This is an optimization exercise on Yosys and OpenROAD, whose aim is small area, a short achievable clock period and few clock cycles per item, not a production implementation. In this exercise RTL edits were held to simulation tests only and were not proved equivalent to the original.

run A:
// SNN
module SNN(
	clk,
	rst_n,
	in_valid,
	img,
	ker,
	weight,
	out_valid,
	out_data
);
Size in the first run: ~3000 cells after synthesis, ~490 flip-flops, roughly 38 I/O pins, about 0.035 sq mm of cells after synthesis.
export LEC_CHECK = 0
export CAP_MARGIN = 20
export CORE_MARGIN = 2
export CORE_UTILIZATION = 65
export CTS_BUF_LIST = sky130_fd_sc_hd__clkbuf_8 sky130_fd_sc_hd__clkbuf_4
export SLEW_MARGIN = 20
export SYNTH_HIERARCHICAL = 1
create_clock -name core_clock -period 17.0 [get_ports {clk}]
standard.sh (not shown) runs the stock make flow with config.mk's settings and CLKGATE_MAP_FILE= SYNTH_SCRIPT=/design/flow/synth_recipe.tcl, a recipe that flattens the netlist after the stock synthesis.
==> flow/flow/run.sh <==
#!/bin/bash
# The standard layout, with the port buffers made of buf_4 cells instead of
# the cell buffer_ports picks by default (a slow delay buffer).
set -o pipefail
export BUFFER_PORTS_ARGS="-buffer_cell sky130_fd_sc_hd__buf_4"
bash standard.sh 2>&1 | tee standard.log
Testbench counts of run A, summed over its fixed seeds: cycles 14,976, items 192.
> inputs changed (run A -> run B)
Settings: CORE_UTILIZATION: 65 -> 55.
==> flow/flow/run.sh <==
#!/bin/bash
# The standard layout, with two changes to how it is made:
#  - the port buffers are buf_4 cells instead of the cell buffer_ports picks
#    by default (a slow delay buffer);
#  - the timing repair steps aim for 12.6 ns of setup slack on the 17 ns
#    clock, so they size up the gates of the longest register-to-register
#    paths. The clock, its period and the constraints are unchanged.
set -o pipefail
export BUFFER_PORTS_ARGS="-buffer_cell sky130_fd_sc_hd__buf_4"
export SETUP_SLACK_MARGIN=12.6
bash standard.sh 2>&1 | tee standard.log
Results
- Comparing run A against run B, there is no change at all in count of input and output buffers.
- | violation count after the first detailed-routing iteration | run B vs run A | worse |
- On synthesis-to-finish area growth: between run B and run A, it ends up higher for run B.
#### Input delta (run C over run B)
==> flow/flow/run.sh <==
#!/bin/bash
# The standard layout (standard.sh), with these changes to how it is made:
#  - the port buffers are buf_4 cells instead of the cell buffer_ports picks
#    by default (a slow delay buffer);
#  - the timing repair steps aim for 12.7 ns of setup slack on the 17 ns
#    clock and may change a cell's footprint, so they size up the gates of
#    the longest paths. The clock, its period and the constraints are
#    unchanged.
set -o pipefail
bash standard.sh \
  BUFFER_PORTS_ARGS="-buffer_cell sky130_fd_sc_hd__buf_4" \
  SETUP_SLACK_MARGIN=12.7 \
  MATCH_CELL_FOOTPRINT=0 \
  finish 2>&1 | tee standard.log
Findings:
Each of the runs, namely run C and run B, reached the end of the flow and came out clean. Going from run B to run C, sequential share of layout area decreased by 0.22 points relative to the old numbers; routed wire length increased by 0.33% relative to the old numbers; global-route usage closely matched the old numbers. Number of top-level design ports came out exactly the same in run C and run B. Run C against run B: total via count in the routed design neither gained nor lost much; worst hold slack after final layout neither gained nor lost much; met1 layer usage reported by global route neither gained nor lost much. Clock skew across run C and run B: no real change.
For run D, these inputs were changed with respect to run C:
==> flow/flow/run.sh <==
#!/bin/bash
# The standard layout, with the port buffers made of buf_4 cells instead of
# the cell buffer_ports picks by default (a slow delay buffer).
set -o pipefail
export BUFFER_PORTS_ARGS="-buffer_cell sky130_fd_sc_hd__buf_4"
bash standard.sh 2>&1 | tee standard.log
### Flow results
Min critical path depth across run C and run D: run C
Looking only at post-route minimum period, and setting everything else aside, the higher value of run C and run D goes to run D.
Run C → run D: worst setup slack saw a decrease, number of vias in the routed layout -206, first-pass GRT wire length flat.
Between run C and run D, the flow reports final cell count decreasing slightly.

* * *

Setup of lane 1:
SNN, a different RTL version from the one above (not shown whole).
Size: about 500 flip-flops, ~38 I/O pins, ~35000 um^2 of cells after synthesis.
export LEC_CHECK = 0
export CAP_MARGIN = 20
export CORE_MARGIN = 2
export CORE_UTILIZATION = 55
export CTS_BUF_LIST = sky130_fd_sc_hd__clkbuf_8 sky130_fd_sc_hd__clkbuf_4
export SLEW_MARGIN = 20
export SYNTH_HIERARCHICAL = 1
create_clock -name core_clock -period 17.0 [get_ports {clk}]
==> flow/flow/run.sh <==
#!/bin/bash
# The standard layout (standard.sh), with these changes to how it is made:
#  - the port buffers are buf_4 cells instead of the cell buffer_ports picks
#    by default (a slow delay buffer);
#  - the timing repair steps aim for 12.7 ns of setup slack on the 17 ns
#    clock and may change a cell's footprint, so they size up the gates of
#    the longest paths. The clock, its period and the constraints are
#    unchanged.
set -o pipefail
bash standard.sh \
  BUFFER_PORTS_ARGS="-buffer_cell sky130_fd_sc_hd__buf_4" \
  SETUP_SLACK_MARGIN=12.7 \
  MATCH_CELL_FOOTPRINT=0 \
  finish 2>&1 | tee standard.log
Lane 1: full flow OK, the timing, design-rule and antenna checks passed
Testbench counts of lane 1, summed over its fixed seeds: cycles 14,976, items 192.
diff inputs: lane 1 => lane 2
- CTS_CLUSTER_DIAMETER newly set to 100
- CTS_CLUSTER_SIZE newly set to 20
- CTS_BUF_LIST changed from sky130_fd_sc_hd__clkbuf_8 sky130_fd_sc_hd__clkbuf_4 to sky130_fd_sc_hd__clkbuf_16
==> flow/flow/run.sh <==
#!/bin/bash
# The standard layout (standard.sh), with these changes to how it is made:
#  - the port buffers are buf_4 cells instead of the cell buffer_ports picks
#    by default (a slow delay buffer);
#  - the timing repair steps aim for 12.45 ns of setup slack on the 17 ns
#    clock and may change a cell's footprint, so they size up the gates of
#    the longest paths. The clock, its period and the constraints are
#    unchanged.
set -o pipefail
bash standard.sh \
  BUFFER_PORTS_ARGS="-buffer_cell sky130_fd_sc_hd__buf_4" \
  SETUP_SLACK_MARGIN=12.45 \
  MATCH_CELL_FOOTPRINT=0 \
  finish 2>&1 | tee standard.log
Results
No stage failed in lane 2, and the final checks on the layout all came back clean. Global routing met2 resource utilization: lane 2 < lane 1. As far as total die area is concerned, lane 1 and lane 2 perform about the same. Lane 2 against lane 1: clock-pin slew on the worst setup and hold paths went up. [compare] base=lane 1 new=lane 2: area of the multi-input gates went down by 1.0%, final worst setup slack up 0.047 ns.
Setup changes, lane 2 to lane 3
- a change of CTS_BUF_LIST from sky130_fd_sc_hd__clkbuf_16 to sky130_fd_sc_hd__clkbuf_8 sky130_fd_sc_hd__clkbuf_4
- a deleted CTS_CLUSTER_DIAMETER that had been 100
- a deleted CTS_CLUSTER_SIZE that had been 20
==> flow/flow/run.sh <==
#!/bin/bash
# The standard layout, with the port buffers made of buf_4 cells instead of
# the cell buffer_ports picks by default (a slow delay buffer).
set -o pipefail
export BUFFER_PORTS_ARGS="-buffer_cell sky130_fd_sc_hd__buf_4"
bash standard.sh 2>&1 | tee standard.log
Results
- When the final numbers for lane 3 and lane 2 were put side by side, the routed wire length turned out to be smaller in lane 2.
- Note that the number of signal-net buffers in the layout recorded for lane 2 amounts to 1.19 times the value seen in lane 3.
- Lane 3: final core utilization higher than lane 2
- In lane 3, clock latency reported for the late side of the worst-skew pair is higher than in lane 2.
- | layout multi-input combinational cell count | lane 3 vs lane 2 | ≈ equal |
- Worst hold slack deteriorates in lane 3 relative to lane 2.
#### Input delta (lane 4 over lane 3)
- CTS_BUF_LIST now sky130_fd_sc_hd__clkbuf_16 sky130_fd_sc_hd__clkbuf_8, was sky130_fd_sc_hd__clkbuf_8 sky130_fd_sc_hd__clkbuf_4
==> flow/flow/run.sh <==
#!/bin/bash
# The standard layout (standard.sh), with these changes to how it is made:
#  - the port buffers are buf_4 cells instead of the cell buffer_ports picks
#    by default (a slow delay buffer);
#  - the timing repair steps aim for 12.7 ns of setup slack on the 17 ns
#    clock and may change a cell's footprint, so they size up the gates of
#    the longest paths. The clock, its period and the constraints are
#    unchanged.
set -o pipefail
bash standard.sh \
  BUFFER_PORTS_ARGS="-buffer_cell sky130_fd_sc_hd__buf_4" \
  SETUP_SLACK_MARGIN=12.45 \
  MATCH_CELL_FOOTPRINT=0 \
  finish 2>&1 | tee standard.log
- Lane 4: full flow OK, the timing, design-rule and antenna checks passed
- Going from lane 3 to lane 4, via count lower, share of the clock period used by the worst path after layout dropped 0.46 points.
- Global-route track usage on met2 delta (lane 4 -> lane 3): insignificant
- Row utilization: lane 4 higher / lane 3 lower
- Between lane 4 and lane 3, it is lane 4 whose slack of the critical path is higher, by 0.079 ns.
- The routing usage on met1 on lane 4 is in line with that on lane 3.
- Compared to lane 3, lane 4 reaches a higher achievable clock.
- Looking only at final instance area, and setting everything else aside, the higher value of lane 3 and lane 4 goes to lane 4.
> inputs changed (lane 4 -> lane 5)
- an added CTS_CLUSTER_SIZE of 20
- a change of CTS_BUF_LIST from sky130_fd_sc_hd__clkbuf_16 sky130_fd_sc_hd__clkbuf_8 to sky130_fd_sc_hd__clkbuf_16
- an added CTS_CLUSTER_DIAMETER of 100
- Looking at final cell count, lane 5 sits 53 lower than lane 4 does.
- Any difference in met1 routing resource usage after global routing between lane 5 and lane 4 is small enough to ignore.
- From lane 4 to lane 5 the numbers moved as follows: fraction of the core area covered by cells at the end of the flow fell by 1.6 points; wire length decreased by 1.1% relative to the old numbers.

* * *

Setup of JK:
Another version of the RTL of SNN (not shown whole).
For scale: about 38 I/O pins.
clock: 17.0 ns
lec_check: 0
cap_margin: 20
core_margin: 2
core_utilization: 55
cts_buf_list: sky130_fd_sc_hd__clkbuf_16
cts_cluster_diameter: 100
cts_cluster_size: 20
slew_margin: 20
synth_hierarchical: 1
==> flow/flow/run.sh <==
#!/bin/bash
# The standard layout (standard.sh), with these changes to how it is made:
#  - the port buffers are buf_4 cells instead of the cell buffer_ports picks
#    by default (a slow delay buffer);
#  - after placement's resizing, the output registers are given the
#    strongest drive of their own cell type (flow/upsize_out.tcl);
#  - the timing repair steps aim for 12.45 ns of setup slack on the 17 ns
#    clock and may change a cell's footprint, so they size up the gates of
#    the longest paths. The clock, its period and the constraints are
#    unchanged.
set -o pipefail
bash standard.sh \
  BUFFER_PORTS_ARGS="-buffer_cell sky130_fd_sc_hd__buf_4" \
  POST_RESIZE_TCL="$PWD/flow/upsize_out.tcl" \
  SETUP_SLACK_MARGIN=12.45 \
  MATCH_CELL_FOOTPRINT=0 \
  finish 2>&1 | tee standard.log
==> flow/flow/upsize_out.tcl <==
# Output registers: a stronger flip-flop of the same type, so the output
# ports are driven sooner after the clock edge.
foreach inst [get_cells -quiet {out_data* out_valid*}] {
  puts "upsize_out: [get_full_name $inst] -> sky130_fd_sc_hd__dfrtp_4"
  replace_cell $inst sky130_fd_sc_hd__dfrtp_4
}
Testbench counts of JK, summed over its fixed seeds: cycles 14,976, items 192.
--- input diff JK..MS ---
==> flow/flow/run.sh <==
#!/bin/bash
# The standard layout (standard.sh), with these changes to how it is made:
#  - the port buffers are buf_4 cells instead of the cell buffer_ports picks
#    by default (a slow delay buffer);
#  - the timing repair steps aim for 12.45 ns of setup slack on the 17 ns
#    clock and may change a cell's footprint, so they size up the gates of
#    the longest paths. The clock, its period and the constraints are
#    unchanged.
set -o pipefail
bash standard.sh \
  BUFFER_PORTS_ARGS="-buffer_cell sky130_fd_sc_hd__buf_4" \
  SETUP_SLACK_MARGIN=12.45 \
  MATCH_CELL_FOOTPRINT=0 \
  finish 2>&1 | tee standard.log
removed: flow/flow/upsize_out.tcl
==> comparison <==
MS vs JK — final period demand of the worst path dropped 0.098 ns. Compared with JK, in MS via count held steady. Diff JK -> MS | routed wire length | up slightly.

-- port drivers added, routing unchanged --
No port has a modelled driver above. Below, the same layouts with a new extraction and two added sets of constraints.
Step 1, drivers: a clkbuf_16 drives clk and a buf_2 each remaining input, both assumed.
Step 2 adds t to the input delays and takes it off the output delays; t is the mean of the earliest and latest rising clock arrival at the registers after step 1. Input paths then give back, and output paths get back, about the clock's delay inside the block.
Slacks: ideal ports / drivers / drivers and shift; pairs: ideal ports / drivers.
| run | shift t [ns] | setup slack, ns | slew at the worst register clock pin (ns) | worst slew at a driven data input, ns | pins driven straight from the clock port |
|---|---|---|---|---|---|
| run A | 0.712 | 12.411 / 12.350 / 12.447 | 0.07 / 0.07 | 0.11 | 1 |
| run B | 0.734 | 12.386 / 12.327 / 12.621 | 0.07 / 0.07 | 0.11 | 1 |
| run C | 0.734 | 12.390 / 12.331 / 12.623 | 0.07 / 0.07 | 0.10 | 1 |
| run D | 0.734 | 12.313 / 12.313 / 12.313 | 0.07 / 0.07 | 0.10 | 1 |
| lane 1 | 0.734 | 12.415 / 12.350 / 12.543 | 0.07 / 0.07 | 0.11 | 1 |
| lane 2 | 0.672 | 12.462 / 12.396 / 12.552 | 0.09 / 0.09 | 0.10 | 1 |
| lane 3 | 0.734 | 12.409 / 12.345 / 12.507 | 0.07 / 0.07 | 0.10 | 1 |
| lane 4 | 0.666 | 12.488 / 12.424 / 12.539 | 0.07 / 0.07 | 0.11 | 1 |
| lane 5 | 0.672 | 12.462 / 12.396 / 12.552 | 0.09 / 0.09 | 0.10 | 1 |
| JK | 0.685 | 12.382 / 12.314 / 12.423 | 0.09 / 0.09 | 0.11 | 1 |
| MS | 0.681 | 12.480 / 12.413 / 12.584 | 0.09 / 0.09 | 0.10 | 1 |
After both steps every run listed still meets setup and hold.
